What follows belongs to an exercise in optimizing a design on an open flow for small area; a production flow would make more cautious choices. Only simulation tests tie the RTL to the original design; equivalence was not proved. No activity file was given, so power comes from the tool's default toggle rates.

==> flow/design.v, too long to show whole: its modules and the start of the top module <==
// module fpga_agc: 24855 lines
module fpga_agc(BLKUPL_, BMGXM, BMGXP, BMGYM, BMGYP, BMGZM, BMGZP, CAURST, CDUFAL, CDUXM, CDUXP, CDUYM, CDUYP, CDUZM, CDUZP, CNTRL1, CNTRL2, CTLSAT, DBLTST, DKBSNC, DKEND, DKSTRT, DOSCAL, FREFUN, GATEX_, GATEY_, GATEZ_, GCAPCL, GUIREL, HOLFUN, IMUCAG, IMUFAL, IMUOPR, IN3008, IN3212, IN3213, IN3214, IN3216, IN3301, ISSTOR, LEMATT, LFTOFF, LRIN0, LRIN1, LRRLSC, LVDAGD, MAINRS, MAMU, MANRmP, MANRmR, MANRmY, MANRpP, MANRpR, MANRpY, MARK, MDT01, MDT02, MDT03, MDT04, MDT05, MDT06, MDT07, MDT08, MDT09, MDT10, MDT11, MDT12, MDT13, MDT14, MDT15, MDT16, MKEY1, MKEY2, MKEY3, MKEY4, MKEY5, MLDCH, MLOAD, MNHNC, MNHRPT, MNHSBF, MNIMmP, MNIMmR, MNIMmY, MNIMpP, MNIMpR, MNIMpY, MONPAR, MONWBK, MRDCH, MREAD, MRKREJ, MRKRST, MSTP, MSTRT, MTCSAI, NAVRST, NHALGA, NHVFAL, NKEY1, NKEY2, NKEY3, NKEY4, NKEY5, OPCDFL, OPMSW2, OPMSW3, PCHGOF, PIPAXm, PIPAXp, PIPAYm, PIPAYp, PIPAZm, PIPAZp, ROLGOF, RRIN0, RRIN1, RRPONA, RRRLSC, S4BSAB, SBYBUT, SHAFTM, SHAFTP, SIGNX, SIGNY, SIGNZ, SMSEPR, SPSRDY, STRPRS, TEMPIN, TRANmX, TRANmY, TRANmZ, TRANpX, TRANpY, TRANpZ, TRNM, TRNP, TRST10, TRST9, ULLTHR, UPL0, UPL1, WD167, WD168, XLNK0, XLNK1, ZEROP, mstpeven, mstpodd, ALGA, ALRT0, ALRT1, ALT0, ALT1, ALTSNC, BPLSSW, BPLUS, CDUCLK, CDUXDM, CDUXDP, CDUYDM, CDUYDP, CDUZDM, CDUZDP, CGCWAR, CLK, COARSE, COMACT, DISDAC, DKDATA, DKDATB, ELSNCM, ELSNCN, EMSm, EMSp, ENERIM, ENEROP, GYENAB, GYRRST, GYRSET, GYXM, GYXP, GYYM, GYYP, GYZM, GYZP, ISSTDC, ISSWAR, KYRLS, LRRANG, LRRST, LRSYNC, LRXVEL, LRYVEL, LRZVEL, MBR1, MBR2, MCTRAL_, MGOJAM, MGP_, MIIP, MINHL, MINKL, MNISQ, MON800, MONWT, MOSCAL_, MPAL_, MPIPAL_, MRAG, MRCH, MREQIN, MRGG, MRLG, MROLGT, MRPTAL_, MRSC, MRULOG, MSCAFL_, MSCDBL_, MSP, MSQ10, MSQ11, MSQ12, MSQ13, MSQ14, MSQ16, MSQEXT, MST1, MST2, MST3, MSTPIT_, MT01, MT02, MT03, MT04, MT05, MT06, MT07, MT08, MT09, MT10, MT11, MT12, MTCAL_, MTCSA_, MVFAIL_, MWAG, MWARNF_, MWATCH_, MWBBEG, MWBG, MWCH, MWEBG, MWFBG, MWG, MWL01, MWL02, MWL03, MWL04, MWL05, MWL06, MWL07, MWL08, MWL09, MWL10, MWL11, MWL12, MWL13, MWL14, MWL15, MWL16, MWLG, MWQG, MWSG, MWYG, MWZG, OPEROR, OT1108, OT1110, OT1111, OT1112, OT1113, OT1114, OT1116, OT1207, OT1207_, OTLNK0, OTLNK1, OUTCOM, PIPASW, PIPDAT, PIPINT, RCmXmP, RCmXmY, RCmXpP, RCmXpY, RCmYmR, RCmYpR, RCmZmR, RCmZpR, RCpXmP, RCpXmY, RCpXpP, RCpXpY, RCpYmR, RCpYpR, RCpZmR, RCpZpR, RESTRT, RHCGO, RLYB01, RLYB02, RLYB03, RLYB04, RLYB05, RLYB06, RLYB07, RLYB08, RLYB09, RLYB10, RLYB11, RRRANG, RRRARA, RRRST, RRSYNC, RYWD12, RYWD13, RYWD14, RYWD16, S4BOFF, S4BSEQ, S4BTAK, SBYLIT, SHFTDM, SHFTDP, STARON, STNDBY, STRT1, STRT2, THRSTm, THRSTp, TMPCAU, TRNDM, TRNDP, TVCNAB, UPLACT, VNFLSH, ZEROPT, ZIMCDU, ZOPCDU, n12KPPS, n25KPPS, n3200A, n3200B, n3200C, n3200D, n800RST, n800SET, p28COM, p4SW, p4VDC, clk, reset, rope_addr, rope_data, core_addr, core_we, core_wdata, core_rdata);
  // ...
==> flow/flow/run.sh <==
#!/bin/bash
# Own flow: the standard ORFS layout, with two changes to how the layout is made:
#  - ports are buffered with sky130_fd_sc_hd__buf_1 instead of ORFS's default buffer;
#  - clock tree synthesis uses small clusters of clkbuf_8 leaf buffers and no dummy loads.
# Everything else (synthesis, floorplan, power grid, placement, routing) is standard.sh.
set -euo pipefail
export BUFFER_PORTS_ARGS="-buffer_cell sky130_fd_sc_hd__buf_1"
export CTS_ARGS="-sink_clustering_enable -repair_clock_nets -dont_use_dummy_load -buf_list sky130_fd_sc_hd__clkbuf_8 -sink_clustering_size 20 -sink_clustering_max_diameter 50"
bash standard.sh > standard_flow.log 2>&1
==> flow/standard.sh <==
#!/bin/bash
# synth_recipe.tcl (not shown) runs the flow's synth.tcl, then flattens the netlist and writes it again
# the make line also repeats each setting of config.mk as NAME=value (left out here)
make -C /OpenROAD-flow-scripts/flow DESIGN_CONFIG=/design/flow/config.mk WORK_HOME=/design/flow/orfs CLKGATE_MAP_FILE= SYNTH_SCRIPT=/design/flow/synth_recipe.tcl "${@:-finish}"
==> flow/config.mk <==
export PLATFORM = sky130hd
export DESIGN_NAME = fpga_agc
export DESIGN_NICKNAME = fpga_agc
export VERILOG_FILES = /design/flow/design.v
export SDC_FILE = /design/flow/constraint.sdc
export NUM_CORES = 8
export LEC_CHECK = 0
export CAP_MARGIN = 20
export CORE_MARGIN = 2
export CORE_UTILIZATION = 70
export SLEW_MARGIN = 20
==> flow/constraint.sdc <==
create_clock -name core_clock -period 19.5 [get_ports {clk}]
set_input_delay 3.9000 -clock core_clock [delete_from_list [all_inputs] [get_ports {clk}]]
set_output_delay 3.9000 -clock core_clock [all_outputs]
set_load 0.01 [all_outputs]
==> run notes, run 1 <==
Die Area=356,300 um2; Port Buf Inserts=436; I/O Pins=441; period utilization=55.57%; LEAKAGE=0.09582 uW; clock latency on the worst-skew pair=1.27 ns; Vias=157.0k; CP dominant cell by count=buf_4; Peak Freq=92.28 MHz; multi-input gate count=10.52k; Post-Route Skew=0.06322 ns; final setup violation count=0; top-area cell type share of the netlist area=72.88%; DRC=0; share of cells above drive strength 1=4.091%; most frequent cells in the layout=dfxtp_1 (8,949), nor2_1 (3,841), a211oi_1 (1,986); Cell variety after synth=69; Slew HR=19.99%; Tapcells=4,599; mux cell area share after synthesis=0.04119%; crit end category=output pin; hold_ws=0.3261 ns; Worst Path Required=15.60 ns; Top FF cell, synth=dfxtp_1; clk cell area share=3.078%; most common cell after layout, fill and taps aside=dfxtp_1; Post-Synth Simple-Gate Area=10.42%; most flop-heavy register=agc_cnt; total power=26,660 uW; fraction of area in multi-input gates=23.69%; Synth Warn #=1; RSZ-0062 raised after global routing=false; core area=349,700 um2; status=timing/DRC/antenna clean; Max-Cap Viols=0; synth cell count leaders=dfxtp_1 (8,958), nor2_1 (3,841), a211oi_1 (1,986); Syn-to-layout area delta=5.019%; synth top area cells=dfxtp_1 (73%), a211oi_1 (6.1%), nor2_1 (5.9%), a2111oi_0 (3.5%), o221ai_1 (1.1%); register share of the cell area=69.47%; GRT Util Overall=34.37%; final hold violation count=0; Post-CTS Setup Repair Bufs=0
==> run 2: changes to the inputs <==
--- a/flow/flow/run.sh
+++ b/flow/flow/run.sh
@@ -7,3 +7,3 @@
 export BUFFER_PORTS_ARGS="-buffer_cell sky130_fd_sc_hd__buf_1"
-export CTS_ARGS="-sink_clustering_enable -repair_clock_nets -dont_use_dummy_load -buf_list sky130_fd_sc_hd__clkbuf_8 -sink_clustering_size 20 -sink_clustering_max_diameter 50"
+export CTS_ARGS="-sink_clustering_enable -repair_clock_nets -dont_use_dummy_load -buf_list sky130_fd_sc_hd__clkbuf_8 -sink_clustering_size 20 -sink_clustering_max_diameter 40"
 bash standard.sh > standard_flow.log 2>&1
--- a/flow/config.mk
+++ b/flow/config.mk
@@ -9,3 +9,3 @@
 export CORE_MARGIN = 2
-export CORE_UTILIZATION = 70
+export CORE_UTILIZATION = 65
 export SLEW_MARGIN = 20
==> run notes, run 2 <==
GRT Util Overall=32.26% (-2.1 points); Die Area=383,500 um2 (+7.6%); Post-Place Setup Slack=8.675 ns; Post-Route Skew=0.09952 ns (+0.03630 ns); synth top area cells=dfxtp_1 (73%), a211oi_1 (6.1%), nor2_1 (5.9%), a2111oi_0 (3.5%), o221ai_1 (1.1%); register-to-register setup slack=13.14 ns; hold_ws=0.3084 ns (-0.01772 ns); most flop-heavy register=agc_cnt; Layout Nets=21.22k; max reg flops=7; Post-CTS Setup Repair Bufs=0 (unchanged); final WL=636,600 um; Synth Warn #=1 (unchanged); Mapped Cells=20.77k; Slew @ Worst Pin=1.228 ns; clk slew on worst S/H paths=0.08 ns; most common cell after layout, fill and taps aside=dfxtp_1; Initial DRT Pass Iterations=7; largest net degree at the start of global routing=199; Crit-path slowest cell=buf_4; startpoint types=primary input; top-count cell post-synth=dfxtp_1; post-route setup slack=8.684 ns; CTS hold repair buffers=0; H-tree Lvls=6; CTS tree=yes; post-DP HPWL=421,100 um; Max-Cap Viols=0 (unchanged); top-area cell type share of the netlist area=72.88% (unchanged); worst r2r src=traya_a18_NOR42457; fillers=27.88k; Mapped Area=246,100 um2; WP data arrival=6.92 ns; Initial Util=65.43%; number of flops mapped to enable cells by yosys=0; Hold Crit Class=flip-flop to flip-flop; Final min period=10.82 ns; synth cell count leaders=dfxtp_1 (8,958), nor2_1 (3,841), a211oi_1 (1,986); dpl cell area=251,000 um2; critical path peak fanout=87; RSZ-0062 raised after global routing=false; status=timing/DRC/antenna clean; pwr dens=105.0 nW/um2; vias per inst=5.996; CP dominant cell by count=buf_4; Die Width=619.3 um; clock latency on the worst-skew pair=1.31 ns (+0.04 ns); Final TNS setup=0 ns; # rows=225; Non-Filler Instances=26.06k; drt wl/cell=24.43 um; LEAKAGE=0.09688 uW (+1.1%); root buf cell=clkbuf_8; Peak supply drop=75.53 uV; Worst Path Required=15.60 ns (about the same); DRC=0 (unchanged); Crit Reg-Reg Endpoint=traya_a04_NOR36339; placed cell count=25.31k; DR iter-0 viols=12.90k; grt total ovfl=0; Die Y=619.3 um; most frequent cells in the layout=dfxtp_1 (8,950), nor2_1 (3,841), a211oi_1 (1,986); clock buffer count from CTS=712; I/O Pins=441 (unchanged); core area=376,100 um2 (+7.6%); Syn-to-layout area delta=6.026%; Finished Cell Area=260,900 um2; final setup violation count=0 (unchanged); hold path start=traya_a02_NOR37338; Setup CP Type=primary input to output pin; Peak Freq=92.46 MHz (+0.19%); final hold violation count=0 (unchanged); max-slew violations=0; clk buf depth=4; share of cells above drive strength 1=4.770% (+0.68 points); Reg2Reg Depth=10; number of global-route vias before repair=147.4k; crit path cell chain=buf_1 -> buf_4 -> nand4bb_4 -> inv_8 -> buf_12 -> buf_4 -> buf_4 -> and3_1 -> buf_1; Avg Synthesized Cell Area=11.85 um2; initial antenna violation count=51; crit-path max cell delay=0.53 ns; crit end category=output pin; post-synth top area cell=dfxtp_1; Port Buf Inserts=436 (unchanged); number of routed nets with antenna violations=0; first-pass GRT wire length=943,900 um; Top FF cell, synth=dfxtp_1; period utilization=55.47% (-0.10 points); FFs w/ async S/R, synth=0.07808%; WHS Path Cells=0; Vias=156.2k (-0.50%); Post-CTS Resized=0; Slew HR=18.11% (-1.9 points); sequential fraction of the synthesis area=72.95%; Synth Register Bits=8,965; GPL Wtd Cong=0.8173; clk sinks=8,965; Worst Hold End=traya_a02_NOR37338_p; Cell variety after synth=69 (unchanged)
run 2: cell counts after synthesis:
No cell type changed its count.
run 2: where the power goes:
group | switching (uW) | total [uW] | internal [uW]
Clock | 5440 | 8700 | 3260
Combinational | 155 | 221 | 66.6
Sequential | 81.7 | 18500 | 18400
run 2: how the worst max path moves through the flow:
| stage | startpoint | to | slack [ns] | cells after the start |
|---|---|---|---|---|
| 4_1_cts | reset | VNFLSH | 8.66 | 9 |
| 3_5_place_dp | reset | VNFLSH | 8.67 | 9 |
| 6_report | reset | VNFLSH | 8.68 | 9 |
| 5_1_grt | reset | VNFLSH | 8.54 | 9 |
| 2_1_floorplan | reset | RRRST | 10.18 | 5 |
| 3_3_place_gp | reset | VNFLSH | 8.70 | 9 |
run 2: area by class of cell:
type | instances | area [um2] | area share, %
flip-flops and latches | 8965 | 179500 | 68.81
repair buffers | 634 | 3277 | 1.256
inverters | 202 | 778.2 | 0.2983
diodes | 33 | 82.58 | 0.03165
multi-input cells | 10520 | 61200 | 23.46
clock buffers | 712 | 9799 | 3.756
well taps | 4994 | 6248 | 2.395
run 2: cell families after synthesis:
group / Yosys count / synth area share, %
AND/OR/NAND/NOR: 5932 / 10.42
XOR/XNOR: 5 / 0.01780
flip-flops: 8965 / 72.95
buffers and inverters: 1292 / 2.233
multiplexers: 10 / 0.04119
AO/OA/AOI/OAI: 4558 / 14.30
other: 1 / 0.001524
adder cells (fa/ha/maj): 8 / 0.04068
run 2: through the flow:
| stage | utilization (%) | power (uW) |
|---|---|---|
| after floorplan | - | 19000 |
| after global placement | 66.74 | 19110 |
| after detailed placement | 66.74 | 19120 |
| after CTS | 69.35 | 27500 |
| after global routing | 69.35 | 28200 |
| final | 69.37 | 27400 |
run 2: critical path: cells and delay by family:
family	cells	cell delay, ns
buffers and inverters	7	2.31
and+or+nand+nor	2	0.59
run 2: per-layer routing:
layer | track usage (%) | vias to the layer above | part of all wire, %
li1 | - | 73760 | -
met1 | 46.01 | 77760 | 46
met2 | 51.28 | 3789 | 46
met3 | 4.186 | 896 | 5.4
met4 | 10.31 | 18 | 3.3
met5 | 0 | - | 0.020
==> run 3: changes to the inputs <==
--- a/flow/flow/run.sh
+++ b/flow/flow/run.sh
@@ -7,3 +7,3 @@
 export BUFFER_PORTS_ARGS="-buffer_cell sky130_fd_sc_hd__buf_1"
-export CTS_ARGS="-sink_clustering_enable -repair_clock_nets -dont_use_dummy_load -buf_list sky130_fd_sc_hd__clkbuf_8 -sink_clustering_size 20 -sink_clustering_max_diameter 40"
+export CTS_ARGS="-sink_clustering_enable -repair_clock_nets -dont_use_dummy_load -buf_list sky130_fd_sc_hd__clkbuf_8 -sink_clustering_size 18 -sink_clustering_max_diameter 50"
 bash standard.sh > standard_flow.log 2>&1
--- a/flow/config.mk
+++ b/flow/config.mk
@@ -9,3 +9,3 @@
 export CORE_MARGIN = 2
-export CORE_UTILIZATION = 65
+export CORE_UTILIZATION = 70
 export SLEW_MARGIN = 20
==> run notes, run 3 <==
status=timing/DRC/antenna clean; startpoint types=primary input; period utilization=55.62% (+0.15 points); H-tree Lvls=6 (unchanged); Initial Util=70.37% (+4.9 points); LEAKAGE=0.09593 uW (-0.98%); DRC=0 (unchanged); core area=349,700 um2 (-7.0%); FFs w/ async S/R, synth=0.07808% (unchanged); share of cells above drive strength 1=4.160% (-0.61 points); final setup violation count=0 (unchanged); sequential fraction of the synthesis area=72.95% (unchanged); adder-cell share of the synthesized area=0.04068% (unchanged); Mapped Cells=20.77k (unchanged); grt total ovfl=0 (unchanged); most flop-heavy register=agc_cnt; GPL Wtd Cong=0.8394 (+2.7%); Final TNS setup=0 ns (unchanged); DR iter-0 viols=14.66k (+14%); Peak Freq=92.20 MHz (-0.27%); Final min period=10.85 ns (+0.02973 ns); max-slew violations=0 (unchanged); Synth Warn #=1 (unchanged); largest family of logic cells by synthesized area=compound AO/OA/AOI/OAI gates; Die Area=356,300 um2 (-7.1%); final core utilization=73.96% (+4.6 points); Cell variety after synth=69 (unchanged); Reg2Reg Depth=10 (unchanged); met2 wire length=284,300 um (-2.1%); Setup CP Type=primary input to output pin; Die Y=596.9 um (-3.6%); CTS tree=yes; clk sinks=8,965 (unchanged); Die Width=596.9 um (-3.6%); RSZ-0062 raised after global routing=false; root buf cell=clkbuf_8; mux cell area share after synthesis=0.04119% (unchanged); vias per inst=6.165 (+2.8%); top-area cell type share of the netlist area=72.88% (unchanged); clock latency on the worst-skew pair=1.27 ns (-0.04 ns); largest net degree at the start of global routing=205 (+3.0%); post-DP HPWL=415,000 um (-1.4%); post-synth top area cell=dfxtp_1; clk buf depth=4 (unchanged); Mapped Area=246,100 um2 (unchanged); WP data arrival=6.95 ns (+0.03 ns); WHS Path Cells=0 (unchanged); Hold Crit Class=flip-flop to flip-flop; Post-Route Skew=0.07467 ns (-0.02485 ns); Synth Area in Compound Gates=14.30% (unchanged); initial antenna violation count=61 (+20%); GRT Util Overall=34.43% (+2.2 points); Initial DRT Pass Iterations=6 (-1); WL met3=37,440 um (+9.8%); Worst Path Required=15.60 ns (about the same); # rows=217 (-3.6%); pwr dens=103.5 nW/um2 (-1.5%); Post-Synth Simple-Gate Area=10.42% (unchanged); Layout Nets=21.09k (-0.65%); CTS hold repair buffers=0 (unchanged); total power=26,770 uW (-2.3%); Slew HR=20.02% (+1.9 points); final hold violation count=0 (unchanged); top-count cell post-synth=dfxtp_1; register area=179,500 um2 (about the same); final WL=631,000 um (-0.87%); Synth Register Bits=8,965 (unchanged); drt wl/cell=24.72 um (+1.2%); Avg Synthesized Cell Area=11.85 um2 (unchanged); Top FF cell, synth=dfxtp_1; Slew @ Worst Pin=1.200 ns (-0.02875 ns); I/O Pins=441 (unchanged); Peak supply drop=84.56 uV (+12%); clk slew on worst S/H paths=0.10 ns (+0.02 ns); critical path peak fanout=77 (-11%); max reg flops=7 (unchanged); Vias=157.4k (+0.72%); highest metal used=met5; clock buffer count from CTS=593 (-17%); synth top area cells=dfxtp_1 (73%), a211oi_1 (6.1%), nor2_1 (5.9%), a2111oi_0 (3.5%), o221ai_1 (1.1%); number of global-route vias before repair=148.4k (+0.68%); fillers=24.10k (-14%); crit end category=output pin; Post-CTS Resized=0 (unchanged); most common cell after layout, fill and taps aside=dfxtp_1; Max-Cap Viols=0 (unchanged); Syn-to-layout area delta=5.108%; number of routed nets with antenna violations=0 (unchanged); Metal-1 WL=283,600 um (-2.6%); multi-input logic area=61,220 um2 (about the same); first-pass GRT wire length=938,200 um (-0.61%); Post-Synth XOR/XNOR Area=0.01780% (unchanged); synth cell count leaders=dfxtp_1 (8,958), nor2_1 (3,841), a211oi_1 (1,986); Post-CTS Setup Repair Bufs=0 (unchanged); most frequent cells in the layout=dfxtp_1 (8,949), nor2_1 (3,841), a211oi_1 (1,986); Port Buf Inserts=436 (unchanged); number of flops mapped to enable cells by yosys=0 (unchanged)
run 3: final cells by class:
cell class	count	share of cell area [%]
Antenna cell	34	0.03289
Clock buffer	593	3.156
Inverter	202	0.3009
Multi-Input combinational cell	10520	23.67
Sequential cell	8965	69.41
Tap cell	4599	2.225
Timing Repair Buffer	616	1.208
run 3: power by group:
part | switching [uW] | total (uW) | internal (uW)
Clock | 5320 | 8060 | 2750
Combinational | 152 | 218 | 65.8
Sequential | 83.6 | 18500 | 18400
Total | 5560 | 26800 | 21200
run 3: worst max-delay path, cell delays in order:
cell and delay, ns:
buf_1 0.07, buf_4 0.18, nand4bb_4 0.25, inv_8 0.45, buf_4 0.44, buf_12 0.42, buf_4 0.62, and3_1 0.25
buf_1 0.15
run 3: cells by family after synthesis:
kind of cell / after synthesis
buffers and inverters: 1292
and+or+nand+nor: 5932
AOI/OAI and AO/OA: 4558
xor gates and xnor gates: 5
muxes: 10
DFF: 8965
other: 1
adders and majority gates: 8
run 3: path summary, 6_finish.rpt:
| check | start | end | slack, ns |
|---|---|---|---|
| min | traya_a06_NOR40201 | traya_a06_NOR40201_p | 0.32 |
| max reg2reg | traya_a18_NOR42457 | traya_a13_NOR41117 | 13.43 |
| min in group asynchronous | reset | agc_cnt[0] | 2.79 |
| min reg2reg | traya_a06_NOR40201 | traya_a06_NOR40201_p | 0.32 |
| max | reset | core_wdata[1] | 8.65 |
| max in group asynchronous | reset | agc_cnt[3] | 16.48 |
run 3: through the flow:
| stage | setup slack, ns | cells | area, um2 | hold slack, ns |
|---|---|---|---|---|
| 2_1_floorplan | 10.18 | 20770 | 246100 | 0.3258 |
| 3_5_place_dp | 8.695 | 24900 | 250400 | 0.3333 |
| 6_report | 8.654 | 25520 | 258600 | 0.3223 |
| 4_1_cts | 8.691 | 25490 | 258600 | 0.3157 |
| 3_3_place_gp | 8.766 | 24900 | 250400 | 0.3290 |
| 5_1_grt | 8.574 | 25490 | 258600 | 0.3216 |
run 3: layer usage:
metal,global-route usage [%],vias up
li1,-,73500
met1,49.73,78410
met2,53.87,4412
met3,3.906,1008
met4,12.59,24
met5,0,-
==> run 4: changes to the inputs <==
--- a/flow/config.mk
+++ b/flow/config.mk
@@ -9,3 +9,3 @@
 export CORE_MARGIN = 2
-export CORE_UTILIZATION = 70
+export CORE_UTILIZATION = 60
 export SLEW_MARGIN = 20
==> run notes, run 4 <==
status=timing/DRC/antenna clean; clock latency on the worst-skew pair=1.28 ns (about the same); DRC=0 (unchanged); sequential fraction of the synthesis area=72.95% (unchanged); critical path peak fanout=80 (+3.9%); worst path bufs/invs=6 (-1); Reg2Reg Depth=10 (unchanged); register-to-register setup slack=13.48 ns (+0.05 ns); GPL Wtd Cong=0.8107 (-3.4%); post-synth top area cell=dfxtp_1; Final TNS setup=0 ns (unchanged); DR iter-0 viols=12.82k (-13%); Critical Path End=core_wdata[15]; Peak Freq=94.88 MHz (+2.9%); CTS tree=yes; Mapped Area=246,100 um2 (unchanged); most frequent cells in the layout=dfxtp_1 (8,949), nor2_1 (3,841), a211oi_1 (1,986); family with the most delay on the worst path=buffers and inverters; Final min period=10.54 ns (-0.3060 ns); Layout Nets=21.13k (+0.20%); # rows=235 (+8.3%); most flop-heavy register=agc_cnt; Crit Reg-Reg Endpoint=traya_a08_NOR51203; met3 Track Usage GR=3.275% (-0.63 points); Die Width=644.4 um (+8.0%); top-count cell post-synth=dfxtp_1; Post-CTS Setup Repair Bufs=0 (unchanged); Max-Cap Viols=0 (unchanged); Hold Crit Class=flip-flop to flip-flop; H-tree Lvls=6 (unchanged); Top FF cell, synth=dfxtp_1; root buf cell=clkbuf_8; Vias=154.2k (-2.0%); Crit-path slowest cell=buf_4; Critical Path Stages=8 (-1); GR peak layer=met2; WP data arrival=6.64 ns (-0.31 ns); I/O Pins=441 (unchanged); Die Y=644.4 um (+8.0%); largest net degree at the start of global routing=215 (+4.9%); pwr dens=103.7 nW/um2 (+0.18%); number of global-route vias before repair=144.3k (-2.8%); GRT Util Overall=30.51% (-3.9 points); clk slew on worst S/H paths=0.10 ns (about the same); Worst Path Required=15.60 ns (about the same); startpoint types=primary input; clk buf depth=4 (unchanged); CTS hold repair buffers=0 (unchanged); Setup CP Type=primary input to output pin; grt total ovfl=0 (unchanged); Initial Util=60.17% (-10 points); Post-Route Skew=0.07647 ns (+0.001799 ns); final setup violation count=0 (unchanged); clk sinks=8,965 (unchanged); most common cell after layout, fill and taps aside=dfxtp_1; crit end category=output pin; crit-path max cell delay=0.60 ns (-0.02 ns); met2 Track Usage GR=48.97% (-4.9 points); synth cell count leaders=dfxtp_1 (8,958), nor2_1 (3,841), a211oi_1 (1,986); share of cells above drive strength 1=4.366% (+0.21 points); Synth Warn #=1 (unchanged); max-slew violations=0 (unchanged); RSZ-0062 raised after global routing=false; Mapped Cells=20.77k (unchanged); first-pass GRT wire length=960,000 um (+2.3%); hold_ws=0.3167 ns (-0.005563 ns); Post-CTS Resized=0 (unchanged); Peak supply drop=73.14 uV (-14%); multi-input logic area=61,240 um2 (about the same); Avg Synthesized Cell Area=11.85 um2 (unchanged); clock buffer count from CTS=621 (+4.7%); initial antenna violation count=67 (+9.8%); LEAKAGE=0.09624 uW (+0.32%); synth top area cells=dfxtp_1 (73%), a211oi_1 (6.1%), nor2_1 (5.9%), a2111oi_0 (3.5%), o221ai_1 (1.1%); Critical Path Start=reset; fillers=32.26k (+34%); Slew @ Worst Pin=1.176 ns (-0.02409 ns); Port Buf Inserts=436 (unchanged); core area=409,000 um2 (+17%); max reg flops=7 (unchanged); register area=179,500 um2 (unchanged); met1 GRT Util=44.34% (-5.4 points); vias per inst=5.838 (-5.3%); Synth Register Bits=8,965 (unchanged); CP dominant cell by count=buf_4; top-area cell type share of the netlist area=72.88% (unchanged); number of flops mapped to enable cells by yosys=0 (unchanged); total power=26,980 uW (+0.80%); Syn-to-layout area delta=5.758%; post-DP HPWL=429,600 um (+3.5%); worst r2r src=traya_a18_NOR42457; hold path start=traya_a19_NOR46255; Initial DRT Pass Iterations=5 (-1); period utilization=54.05% (-1.6 points); drt wl/cell=24.75 um (+0.10%); Cell variety after synth=69 (unchanged); final hold violation count=0 (unchanged); final WL=653,700 um (+3.6%); Die Area=415,300 um2 (+17%); number of routed nets with antenna violations=0 (unchanged); Slew HR=21.63% (+1.6 points); crit path cell chain=buf_1 -> buf_4 -> nand4bb_4 -> inv_8 -> buf_4 -> buf_4 -> and3_1 -> buf_1; FFs w/ async S/R, synth=0.07808% (unchanged)
[run 4: kinds of logic after synthesis]
group | count (synthesis) | share of synthesized area (%)
compound gates | 4558 | 14.30
xor+xnor | 5 | 0.01780
simple gates | 5932 | 10.42
flops | 8965 | 72.95
mux | 10 | 0.04119
buf+inv | 1292 | 2.233
fa+ha+maj | 8 | 0.04068
other cells | 1 | 0.001524
[run 4: through the flow]
stage	std cells	utilization, %	instance area, um2	setup WS (ns)
finish	26410	63.63	260200	8.960
global route	26390	63.61	260200	8.864
CTS	26380	63.61	260200	8.964
detailed placement	25760	61.52	251600	8.972
global placement	25760	61.52	251600	8.987
floorplan	20770	-	246100	10.18
[run 4: how the worst min path moves through the flow]
stage                           end  cells past startpoint
2_1_floorplan  traya_a18_NOR42457_p                      0
6_report       traya_a19_NOR46255_p                      0
4_1_cts        traya_a19_NOR46255_p                      0
5_1_grt        traya_a19_NOR46255_p                      0
3_3_place_gp   traya_a01_NOR38435_p                      0
3_5_place_dp   traya_a01_NOR38475_p                      0
[run 4: layout make-up]
cell class	instances	area share, %
sequential	8965	68.98
multi-input combinational	10520	23.53
clock buffer	621	3.284
tap	5451	2.621
timing repair buffer	631	1.256
inverter	202	0.2990
antenna	28	0.02692
[run 4: routing by layer]
layer  vias up  part of all wire (%)
li1      73540                     -
met2      3224                    46
met3       734                   4.7
met1     76680                    47
met4         8                   2.6
met5         -                0.0081
[run 4: power breakdown]
part,switching [uW],internal (uW),leakage (uW)
logic,157,66.7,0.0194
clock network,5410,2870,0.00447
registers,83.0,18400,0.0724

[separate check: timing with driven ports]
The flow's constraints put no driver on any port. The routed layouts listed below were extracted and timed again, unchanged, in two steps. Step 1 (the two cells are an assumption about what drives the block):
set clk [get_ports {clk}]
set_driving_cell -lib_cell sky130_fd_sc_hd__clkbuf_16 $clk
set_driving_cell -lib_cell sky130_fd_sc_hd__buf_2 [delete_from_list [all_inputs] $clk]
Step 2 moves the port delays by t, midway between the first and last clock arrival at a register: inputs arrive t later, outputs are due t later. That takes back most of the time a late clock gives input paths. Three values: no drivers, after step 1, after step 2; two values: the first two.
run	t (ns)	setup slack, ns	worst setup path after step 2
run 1	1.341	8.664 / 8.612 / 8.612	input to output
run 2	1.353	8.684 / 8.635 / 8.635	input to output
run 3	1.343	8.654 / 8.603 / 8.603	input to output
run 4	1.360	8.960 / 8.894 / 8.894	input to output
After both steps setup and hold are still met in every run listed. The setup slack of run 4, which loses most, moves by -0.066 ns with the drivers and by -0.066 ns with both steps.
